This is an optimization exercise on Yosys and OpenROAD, whose aim is small area, a short achievable clock period and few clock cycles, not a production implementation.
Function was checked by simulation only, so behaviour that the tests miss may differ from the original.

## design.v

```verilog
module CONVCOR(
        clk,
        rst_n,
        in_valid,
        in_a,
        in_b,
        in_mode,
        out_valid,
        out
);
input              clk;
input    	   	   rst_n;
input              in_valid;
input signed  [15:0]    in_a;
input signed  [15:0]    in_b;
input              in_mode;
output  reg        out_valid;
output  reg  [35:0]  out;
reg signed [8:0] a0_r,a1_r,a2_r,b0_r,b1_r,b2_r;
reg signed [8:0] a0_i,a1_i,a2_i,b0_i,b1_i,b2_i;
reg signed [8:0] b0_ic,b1_ic,b2_ic;
reg signed [17:0] out_r,out_i;
reg [3:0] step;
reg mode_tmp,in_finished;
wire last;
assign last = mode_tmp ? (step==4'd4) : (step==4'd8);
always@(posedge clk)
begin	
	if(in_valid)
	begin
		if(step==4'd0||last)
		begin
			a0_r<={{1{in_a[15]}},in_a[15:8]};
			b0_r<={{1{in_b[15]}},in_b[15:8]};
			a0_i<={{1{in_a[7]}},in_a[7:0]};
			b0_i<={{1{in_b[7]}},in_b[7:0]};
			b0_ic<=~{{1{in_b[7]}},in_b[7:0]}+1;			
		end
		if(step==4'd1)
		begin
			a1_r<={{1{in_a[15]}},in_a[15:8]};
			b1_r<={{1{in_b[15]}},in_b[15:8]};
			a1_i<={{1{in_a[7]}},in_a[7:0]};
			b1_i<={{1{in_b[7]}},in_b[7:0]};
			b1_ic<=~{{1{in_b[7]}},in_b[7:0]}+1;			
		end	
		if(step==4'd2)
		begin
			a2_r<={{1{in_a[15]}},in_a[15:8]};
			b2_r<={{1{in_b[15]}},in_b[15:8]};
			a2_i<={{1{in_a[7]}},in_a[7:0]};
			b2_i<={{1{in_b[7]}},in_b[7:0]};
			b2_ic<=~{{1{in_b[7]}},in_b[7:0]}+1;
		end
	end
end
always@(posedge clk)
begin
	if(!rst_n)
		step<=4'd0;
	else if(in_valid&&(step==4'd0||last))
		step<=4'd1;
	else if(last)
		step<=4'd0;
	else if(in_valid&&step<4'd3&&step!=4'd0)
		step<=step+4'd1;
	else if(in_finished)
		step<=step+4'd1;
	else
		step<=step;
end
always@(posedge clk)
begin
	if(in_valid&&(step==4'd0||last))
		mode_tmp<=in_mode;
	else   
		mode_tmp<=mode_tmp;
end
always@(posedge clk)
begin
	if(!rst_n)
		in_finished<=0;
	else if(in_valid&&step==4'd2)  
		in_finished<=1;
	else if(last)
		in_finished<=0;    
	else  
		in_finished<=in_finished;
end
always@(posedge clk)
begin
	if(!rst_n)
		out_valid<=0;
	else if(in_finished&&!mode_tmp&&step>=4'd3&&step<=4'd7)
		out_valid<=1;
	else if(in_finished&&mode_tmp&&step==4'd3)
		out_valid<=1;
	else
		out_valid<=0;
end
always@(*)
begin
	out_r=18'd0;
	out_i=18'd0;
	if(!mode_tmp)
	begin
		if(step==4'd3)
		begin
			out_r=a0_r*b0_r-a0_i*b0_i;
			out_i=a0_r*b0_i+b0_r*a0_i;
		end		
		if(step==4'd4)
		begin
			out_r=(a0_r*b1_r-a0_i*b1_i)+(a1_r*b0_r-a1_i*b0_i);
			out_i=(a0_r*b1_i+b1_r*a0_i)+(a1_r*b0_i+b0_r*a1_i);
		end		
		if(step==4'd5)
		begin
			out_r=(a0_r*b2_r-a0_i*b2_i)+(a1_r*b1_r-a1_i*b1_i)+(a2_r*b0_r-a2_i*b0_i);
			out_i=(a0_r*b2_i+b2_r*a0_i)+(a1_r*b1_i+b1_r*a1_i)+(a2_r*b0_i+b0_r*a2_i);
		end		
		if(step==4'd6)
		begin
			out_r=(a1_r*b2_r-a1_i*b2_i)+(a2_r*b1_r-a2_i*b1_i);
			out_i=(a1_r*b2_i+b2_r*a1_i)+(a2_r*b1_i+b1_r*a2_i);
		end	
		if(step==4'd7)	
		begin
			out_r=(a2_r*b2_r-a2_i*b2_i);
			out_i=(a2_r*b2_i+a2_i*b2_r);	
		end
	end
	else
	begin		
		out_r=(a0_r*b0_r+a1_r*b1_r+a2_r*b2_r)-(a0_i*b0_ic+a1_i*b1_ic+a2_i*b2_ic);
		out_i=(a0_r*b0_ic+b0_r*a0_i)+(a1_r*b1_ic+b1_r*a1_i)+(a2_r*b2_ic+b2_r*a2_i);		
	end	
end
always@(posedge clk)
begin
	if(!rst_n)
		out<=36'b0;
	else if(in_finished&&((!mode_tmp&&step>=4'd3&&step<=4'd7)||(mode_tmp&&step==4'd3)))
		out<={out_r,out_i};
	else
		out<=36'b0;   
end
endmodule
```

## run.sh

```bash
#!/bin/bash
# synth_recipe.tcl (not shown) runs the flow's synth.tcl, then flattens the netlist and writes it again
# the make line also repeats each setting of config.mk as NAME=value (left out here)
make -C /OpenROAD-flow-scripts/flow DESIGN_CONFIG=/design/flow/config.mk WORK_HOME=/design/flow/orfs CLKGATE_MAP_FILE= SYNTH_SCRIPT=/design/flow/synth_recipe.tcl finish
```

## config.mk

```make
export PLATFORM = sky130hd
export DESIGN_NAME = CONVCOR
export DESIGN_NICKNAME = CONVCOR
export VERILOG_FILES = /design/flow/design.v
export SDC_FILE = /design/flow/constraint.sdc
export NUM_CORES = 4
export LEC_CHECK = 0
export CAP_MARGIN = 20
export CORE_MARGIN = 2
export CORE_UTILIZATION = 40
export SLEW_MARGIN = 20
```

## constraint.sdc

```tcl
create_clock -name core_clock -period 12.0 [get_ports {clk}]
set_input_delay 2.4000 -clock core_clock [delete_from_list [all_inputs] [get_ports {clk}]]
set_output_delay 2.4000 -clock core_clock [all_outputs]
set_load 0.01 [all_outputs]
```

==> results of run 1 <==
-- area by class of cell --
| cell class | count | area, um^2 |
|---|---|---|
| diodes | 39 | 97.6 |
| repair buffers | 418 | 3490 |
| inverters | 3534 | 13300 |
| clock inverters | 15 | 188 |
| clock buffers | 17 | 425 |
| fillers | 30600 | 179000 |
| multi-input cells | 8684 | 105000 |
| well taps | 4140 | 5180 |
| flip-flops and latches | 163 | 4470 |
-- kinds of logic (layout without fill, tap and decap cells) --
family,count (synthesis),in the layout,synth area share
compound gates,632,632,0.0333
other cells,0,39,0
buf+inv,4125,3984,0.124
xor+xnor,471,471,0.0332
mux,9,9,0.000722
fa+ha+maj,4473,4473,0.646
flops,163,163,0.0358
simple gates,3099,3099,0.127
-- stage by stage --
step	setup WS [ps]	instances
2_1_floorplan	1610	13000
3_5_place_dp	644	16900
4_1_cts	600	17000
5_1_grt	203	17000
3_3_place_gp	128	16900
6_report	506	17000
-- synth_stat cells, drive strengths merged (8+ instances only) --
| library cell | n |
|---|---|
| inv | 3530 |
| fa | 3293 |
| and2 | 1339 |
| ha | 1179 |
| nand2 | 1115 |
| clkbuf | 578 |
| xnor2 | 358 |
| nor2 | 285 |
| nand2b | 188 |
| a21oi | 184 |
| edfxtp | 121 |
| xor2 | 112 |
| o21ai | 110 |
| a21o | 62 |
| nor3 | 48 |
| a211oi | 44 |
| dfxtp | 42 |
| o21bai | 35 |
| nand3 | 28 |
| a221oi | 26 |
| a31oi | 23 |
| o21a | 22 |
| and3 | 19 |
| or3 | 19 |
| nor2b | 17 |
| o211ai | 17 |
| buf | 13 |
| or2 | 13 |
| o31ai | 10 |
| mux2i | 9 |
| nand3b | 9 |
| o311ai | 8 |
| o41ai | 8 |
-- flip-flops by register name, summed over array words and instances, names as in the netlist --
signal	flops
a0_i	8
a0_r	8
a1_i	8
a1_r	8
a2_i	8
a2_r	8
b0_i	7
b0_ic	9
b0_r	8
b1_i	7
b1_ic	9
b1_r	8
b2_i	7
b2_ic	9
b2_r	8
in_finished	1
mode_tmp	1
out	36
out_valid	1
step	4
-- metal layers --
layer,wire length (um),up-vias
li1,-,37100
met1,192000,45900
met2,193000,4958
met3,53600,716
met4,29300,18
met5,120,-
-- worst max-delay path by stage --
stage | slack [ps] | endpoint | start
4_1_cts | 600 | out[17] | a2_i[1]
2_1_floorplan | 1610 | out[16] | a1_i[7]
5_1_grt | 200 | out[17] | a2_i[1]
3_3_place_gp | 130 | out[17] | a2_i[1]
6_report | 510 | out[17] | a2_i[1]
3_5_place_dp | 640 | out[17] | a2_i[1]
-- worst max-delay path: cells and delay by family, from the launching register on --
kind,cells,cell delay (ps)
adder cells (fa/ha/maj),14,6650
buffers and inverters,10,840
AO/OA/AOI/OAI,9,1680
AND/OR/NAND/NOR,4,680
XOR/XNOR,2,740
flip-flops,1,730
==> impl_results.md, run 1 <==
- Total track usage: 0.305
- Synth top area cells: fa_1, ha_1, inv_1
- Congestion Overflow GR: 0
- Share of the synthesized area in the top cell type: 0.528
- TritonCTS buffer count: 17
- RSZ-0062 raised after global routing: no
- Maximum root-to-sink buffer count: 2
- Worst hold start: in_finished
- Hold_buf cts: 0
- Count of buffers from port buffering: about 70
- Largest net degree at the start of global routing: between 40 and 50
- Commonest non-fill, non-tap cell in the layout: inv_1
- Vias in the first global route: around 92000
- Worst R2R Path Depth: 39
- Worst hold stages: 2
- Top Usage Layer GRT: met2
- CP Data Required Time: about 12000 ps
- TritonCTS clock tree: yes
- Startpoint Class: register
- Initial core utilization: 0.401
- Crit Path Max Fanout: 14
- EDFF count, synth: 121
- Max-slew violations: 0
- Drt drc: 0
- Slew HR: 0.105
- Synthesized area per cell: 9.62 um^2
- Post-cts resize count: 0
- Yosys warns: 1
- Async set-reset flop share out of synthesis: 0
- Wire per inst: 27.5 um
- Post-synth net total: 17500
- Max Fclk: roughly 0.087 GHz
- # Post-CTS Setup Buffers: 0
- Worst r2r src: a2_i[1]
- Placer congestion estimate: between 1 and 1.5
- Worst flop-to-flop path endpoint: out[17]
- Hold WC Path Type: reg2reg
- Synth cell types: 75
- Hold Vio Cnt, Final: 0
- GR met1 Demand/Resource: 0.432
- Clock tree root buffer cell: clkbuf_16
- Min cycle time layout: about 11000 ps
- Global-route wire length before repair: between 600000 and 700000 um
- DRT iter0 DRCs: around 9700
- Critical path class: reg2reg
- Layout Utilization: 0.424
- P&R area growth vs syn: 5.77%
- Pre-antenna DRT Iters: 8
- Clock Latency Late Sink: 620 ps
- WL final: approximately 470000 um
- Syn Inst Count: about 13000
- CP most frequent cell: fa_1
- Worst path max stage delay: 910 ps
- Antenna Nets Post-Route: 0
- Die Ht: between 500 and 600 um
- Die W: ~560 um
- H-tree Lvls: 4
- Max-cap violations: 0
- Clock transition at path regs: 100 ps
- Share of post-route cells with drive strength above 1: 0.0327
- Worst Hold Endpoint: in_finished
- Die area: approximately 320000 um^2
- Status: timing/DRC/antenna clean
- NumNets Final: approximately 17000
- Most frequent cells in the layout: inv_1, fa_1, and2_1
- Core area: 311000 um^2
- Core Rows: a little over 200
- Setup_tns: 0 ps
- Clk_skew: 33.2 ps
- Final Cell Area: 132000 um^2
- I/O Pins: 73
- Slowest-stage cell, CP: fa_1
- Vias: a little under 90000
- Transition time of the tightest slew-check pin: about 1300 ps
- Synthesized area: approximately 120000 um^2
- Flop2flop setup slack: roughly 500 ps
- Final worst path period share: 0.958
- Worst Path Arrival: 11950 ps
- Nature of the critical path endpoint: register
- WHS: about 570 ps
- GR Util met3: 0.0768
- GRT met2 Usage: 0.434
- Sequential area share after synthesis: 0.0358
- Top_reg_cell synth: edfxtp_1
- Initial antenna violation count: 52
- Via/cell ratio: approximately 5.2
- Post-DP Area: 131000 um^2
- HPWL after DPL: 381000 um
- Clock sinks: around 160
- Final Setup Violations: 0
- FF+latch count, synth: approximately 160
- Post-synth top area cell: fa_1
Testbench counts, summed over its fixed seeds: cycles 48,036.
==> run 2, diff against run 1 <==
==> design.v (replaced) <==
module CONVCOR(
        clk,
        rst_n,
        in_valid,
        in_a,
        in_b,
        in_mode,
        out_valid,
        out
);
input              clk;
input              rst_n;
input              in_valid;
input      [15:0]  in_a;
input      [15:0]  in_b;
input              in_mode;
output reg         out_valid;
output reg [35:0]  out;
reg [15:0] a0, a1, a2, b0, b1, b2;
reg [3:0]  st;      
reg        mode;
wire       load_mode = (st == 4'd0) & in_valid;
wire       cur_mode  = (st == 4'd0) ? in_mode : mode;
wire [15:0] in_bx    = {in_b[15:8], in_b[7:0] ^ {8{~cur_mode}}};
always @(posedge clk) begin
    if (!rst_n)
        st <= 4'd0;
    else if (st == 4'd0)
        st <= in_valid ? 4'd1 : 4'd0;
    else if ((mode && st == 4'd3) || st == 4'd9)
        st <= 4'd0;
    else
        st <= st + 4'd1;
end
always @(posedge clk) begin
    if (load_mode) mode <= in_mode;
    if (load_mode) begin a0 <= in_a; b0 <= in_bx; end
    if (st == 4'd1) begin a1 <= in_a; b1 <= in_bx; end
    if (st == 4'd2) begin a2 <= in_a; b2 <= in_bx; end
end
reg [1:0] sa, sb;
reg       acc, last;
always @(*) begin
    sa = 2'd0; sb = 2'd0; acc = 1'b0; last = 1'b0;
    if (mode) begin
        case (st)
            4'd1: begin sa = 2'd0; sb = 2'd0; end
            4'd2: begin sa = 2'd1; sb = 2'd1; acc = 1'b1; end
            4'd3: begin sa = 2'd2; sb = 2'd2; acc = 1'b1; last = 1'b1; end
            default: ;
        endcase
    end else begin
        case (st)
            4'd1: begin sa = 2'd0; sb = 2'd0; last = 1'b1; end
            4'd2: begin sa = 2'd1; sb = 2'd0; end
            4'd3: begin sa = 2'd0; sb = 2'd1; acc = 1'b1; last = 1'b1; end
            4'd4: begin sa = 2'd0; sb = 2'd2; end
            4'd5: begin sa = 2'd1; sb = 2'd1; acc = 1'b1; end
            4'd6: begin sa = 2'd2; sb = 2'd0; acc = 1'b1; last = 1'b1; end
            4'd7: begin sa = 2'd1; sb = 2'd2; end
            4'd8: begin sa = 2'd2; sb = 2'd1; acc = 1'b1; last = 1'b1; end
            4'd9: begin sa = 2'd2; sb = 2'd2; last = 1'b1; end
            default: ;
        endcase
    end
end
wire [15:0] xa = (sa == 2'd0) ? a0 : (sa == 2'd1) ? a1 : a2;
wire [15:0] xb = (sb == 2'd0) ? b0 : (sb == 2'd1) ? b1 : b2;
wire signed [7:0] ar = xa[15:8];
wire signed [7:0] ai = xa[7:0];
wire signed [7:0] br = xb[15:8];
wire signed [7:0] bx = xb[7:0];    
wire signed [7:0] by = ~bx;        
wire signed [17:0] out_r = out[35:18];
wire signed [17:0] out_i = out[17:0];
wire signed [17:0] acc_r = acc ? out_r : 18'sd0;
wire signed [17:0] acc_i = acc ? out_i : 18'sd0;
wire signed [7:0]  cr    = mode ? 8'sd0 : ai;
wire signed [7:0]  ci    = mode ? ar : 8'sd0;
wire signed [17:0] nr = acc_r + ar * br + ai * bx + cr;
wire signed [17:0] ni = acc_i + ai * br + ar * by + ci;
always @(posedge clk) begin
    if (!rst_n)
        out_valid <= 1'b0;
    else
        out_valid <= last;
    out <= {nr, ni};
end
endmodule
==> run 2 against run 1 <==
Effect of this change: still clean on timing, DRC and antenna; non-clock buffer count fell by 331; die area fell by 85%; count of clock-buffer cells in the layout rose by 3; critical path type unchanged.
==> impl_results.md, run 2 <==
- Die Ht: 218 um (-61%)
- Synth cell types: 64 (-15%)
- Hold Vio Cnt, Final: 0 (unchanged)
- Hold WC Path Type: reg2reg
- P&R area growth vs syn: 10.4%
- Transition time of the tightest slew-check pin: 1050 ps (-285 ps)
- Startpoint Class: register
- Crit Path Max Fanout: 41 (+27)
- Core area: 45300 um^2 (-85%)
- Post-synth top area cell: fa_1
- Post-synthesis mux area share: 0.0227 (+0.0219)
- Clk_skew: 17.8 ps (-15.4 ps)
- Vias: 11700 (-87%)
- Async set-reset flop share out of synthesis: 0 (unchanged)
- Crit-path leading delay family: adder cells
- Post-synth top cells: fa_1, inv_1, nor2_1
- Slowest-stage cell, CP: nor2_1
- Clock transition at path regs: 70 ps (-30 ps)
- Worst hold stages: 2 (unchanged)
- Xor/xnor share of the synthesized area: 0.0303 (-0.00290)
- TritonCTS clock tree: yes
- Flop2flop setup slack: 2980 ps (+2470 ps)
- Clock Latency Late Sink: 450 ps (-170 ps)
- Synth top area cells: fa_1, edfxtp_1, ha_1
- FF+latch count, synth: 138 (-15%)
- Global-route wire length before repair: 73000 um (-89%)
- Largest family of logic cells by synthesized area: adder cells
- Yosys warns: 1 (unchanged)
- Share of the synthesized area in the top cell type: 0.396 (-0.132)
- Count of buffers from port buffering: 72 (unchanged)
- DRT iter0 DRCs: 668 (-93%)
- Placer congestion estimate: 0.834 (-17%)
- Antenna diodes: 0 (-100%)
- Wire per inst: 18.7 um (-32%)
- Crit path launch: st[0]
- GRT met2 Usage: 0.342 (-0.0923)
- TritonCTS buffer count: 17 (unchanged)
- CP most frequent cell: fa_1
- Post-synth net total: 2233 (-87%)
- Sequential area share after synthesis: 0.204 (+0.168)
- Final Setup Violations: 0 (unchanged)
- Drt drc: 0 (unchanged)
- Layout Utilization: 0.446 (+0.0212)
- Die area: 47400 um^2 (-85%)
- Worst hold start: st[0]
- Antenna Nets Post-Route: 0 (unchanged)
- Max Fclk: 0.111 GHz (+27%)
- Clock sinks: 138 (-15%)
- Initial core utilization: 0.404 (+0.00239)
- Pre-antenna DRT Iters: 6 (-2)
- WL final: 44000 um (-91%)
- Initial antenna violation count: 0 (-100%)
- Setup_tns: 0 ps (unchanged)
- Min cycle time layout: 9020 ps (-2470 ps)
- Commonest non-fill, non-tap cell in the layout: fa_1
- Register bank with the most flops: out
- RSZ-0062 raised after global routing: no
- Top Usage Layer GRT: met2
- Maximum root-to-sink buffer count: 2 (unchanged)
- Nature of the critical path endpoint: register
- H-tree Lvls: 4 (unchanged)
- Vias in the first global route: 13400 (-85%)
- Status: timing/DRC/antenna clean
- CP Cell Sequence: inv_1 -> ha_1 -> or4b_1 -> nand3_2 -> buf_4 -> nand2b_1 -> and2_1 -> nor2_1 -> fa_1 -> fa_1 -> inv_1 -> fa_1 -> fa_1 -> inv_1 -> fa_1 -> fa_1 -> fa_1 -> ha_1 -> o21ai_0 -> o21ai_0 -> nand4_1 -> a31o_2 -> o21ai_0 -> xnor3_1
- Most frequent cells in the layout: fa_1, inv_1, nor2_1
- Count leader, synth: fa_1
- Worst Hold Endpoint: st[0]
- Synth Area in Simple Gates: 0.0991 (-0.0276)
- Largest net degree at the start of global routing: 46 (-6.1%)
- GR Util met3: 0.0384 (-0.0384)
- Share of post-route cells with drive strength above 1: 0.0560 (+0.0234)
- Final worst path period share: 0.752 (-0.206)
- Max-cap violations: 0 (unchanged)
- Critical path class: reg2reg
- Total track usage: 0.202 (-0.104)
- Top_reg_cell synth: edfxtp_1
- Synthesized area: 18300 um^2 (-85%)
- HPWL after DPL: 35600 um (-91%)
- EDFF count, synth: 97 (-20%)
- I/O Pins: 73 (unchanged)
- Adder-cell area share of the yosys netlist: 0.503 (-0.144)
- GR met1 Demand/Resource: 0.263 (-0.169)
- Hold_buf cts: 0 (unchanged)
- Via/cell ratio: 4.99 (-4.2%)
- Core Rows: 78 (-62%)
- Worst Path Arrival: 9350 ps (-2600 ps)
- Max reg flops: 36 (unchanged)
- Worst path max stage delay: 860 ps (-50 ps)
- Post-cts resize count: 0 (unchanged)
- NumNets Final: 2289 (-87%)
- Worst r2r src: st[0]
- Die W: 218 um (-61%)
- Worst R2R Path Depth: 24 (-38%)
- Bufs and invs on worst path: 4 (-6)
- Slew HR: 0.296 (+0.190)
- Worst flop-to-flop path endpoint: out[17]
- CP Data Required Time: 12330 ps (-130 ps)
- Syn Inst Count: 1680 (-87%)
- Max-slew violations: 0 (unchanged)
- Synth Area in Compound Gates: 0.0546 (+0.0213)
- Congestion Overflow GR: 0 (unchanged)
- Synthesized area per cell: 10.9 um^2 (+13%)
- Clock tree root buffer cell: clkbuf_16
- # Post-CTS Setup Buffers: 0 (unchanged)
==> run 2: cell types whose count changed in the layout (fill, tap and decap cells not counted), sizes merged, moves of 42 or more <==
cell and change:
inv -3195, fa -2931, and2 -1335, nand2 -1036
ha -1024, buf -333, xnor2 -316, nand2b -169
a21oi -144, xor2 -96, o21ai -90, nor2 -45
nor3 -42
==> run 2: how the worst max path moves through the flow <==
stage               endpoint  slack (ps)  cells after the start
finish               out[17]        2980                     24
global route         out[17]        2560                     24
CTS                  out[17]        2940                     24
detailed placement   out[17]        2980                     24
global placement     out[17]        3270                     22
floorplan            out[17]        4330                     24
==> run 2: worst min-delay path: stages, from the launching register on <==
cell and delay, ps:
dfxtp_1 390, nor2_1 130, o21a_1 110
==> run 2: routing by layer <==
layer	part of all wire	wire length, um	vias to the layer above
met5	0	0	-
met4	0.026	1160	0
li1	-	-	5279
met2	0.48	21300	331
met3	0.059	2580	74
met1	0.43	18900	6047
==> run 2: cell type report <==
class                   instances  area, um^2
fillers                      4340       25100
multi-input cells            1154       13000
repair buffers                 87         833
flip-flops and latches        138        3730
well taps                     600         751
inverters                     338        1270
clock buffers                  20         457
clock inverters                12         161
==> run 2: logic make-up (layout without fill, tap and decap cells) <==
kind of cell / Yosys count / after routing
compound gates: 127 / 127
xor+xnor: 60 / 60
fa+ha+maj: 517 / 517
buf+inv: 388 / 457
flops: 138 / 138
mux: 40 / 40
simple gates: 410 / 410
==> run 2: stage by stage <==
stage	setup slack (ps)	std cells	cell area [um^2]	hold WS, ps
2_1_floorplan	4330	1680	18300	571
3_3_place_gp	3270	2317	19600	612
3_5_place_dp	2980	2317	19600	623
4_1_cts	2940	2349	20200	660
5_1_grt	2560	2349	20200	688
6_report	2980	2349	20200	662
Testbench counts of run 2, summed over its fixed seeds: cycles 56,050.

what the ideal ports hide:
In the flow no input, the clock included, has a driving cell. The finished layouts below were timed again as built, in two steps. Step 1 (the two cells are an assumption about what drives the block):
set clk [get_ports {clk}]
set_driving_cell -lib_cell sky130_fd_sc_hd__clkbuf_16 $clk
set_driving_cell -lib_cell sky130_fd_sc_hd__buf_2 [delete_from_list [all_inputs] $clk]
Step 2, shift: input delay + t, output delay - t, t = (earliest + latest rising clock arrival at the registers) / 2. This alone moves slack from input paths to output paths. Three values: no drivers, after step 1, after step 2; two values: the first two.
run	t (ns)	slack for setup (ns)	worst hold slack (ns)	latest minus earliest clock arrival (ns)
run 1	0.695	0.506 / 0.506 / 0.506	0.575 / 0.575 / 0.575	0.034 / 0.034
run 2	0.493	2.980 / 2.980 / 2.980	0.662 / 0.662 / 0.662	0.018 / 0.018
After both steps every run listed still meets setup and hold.
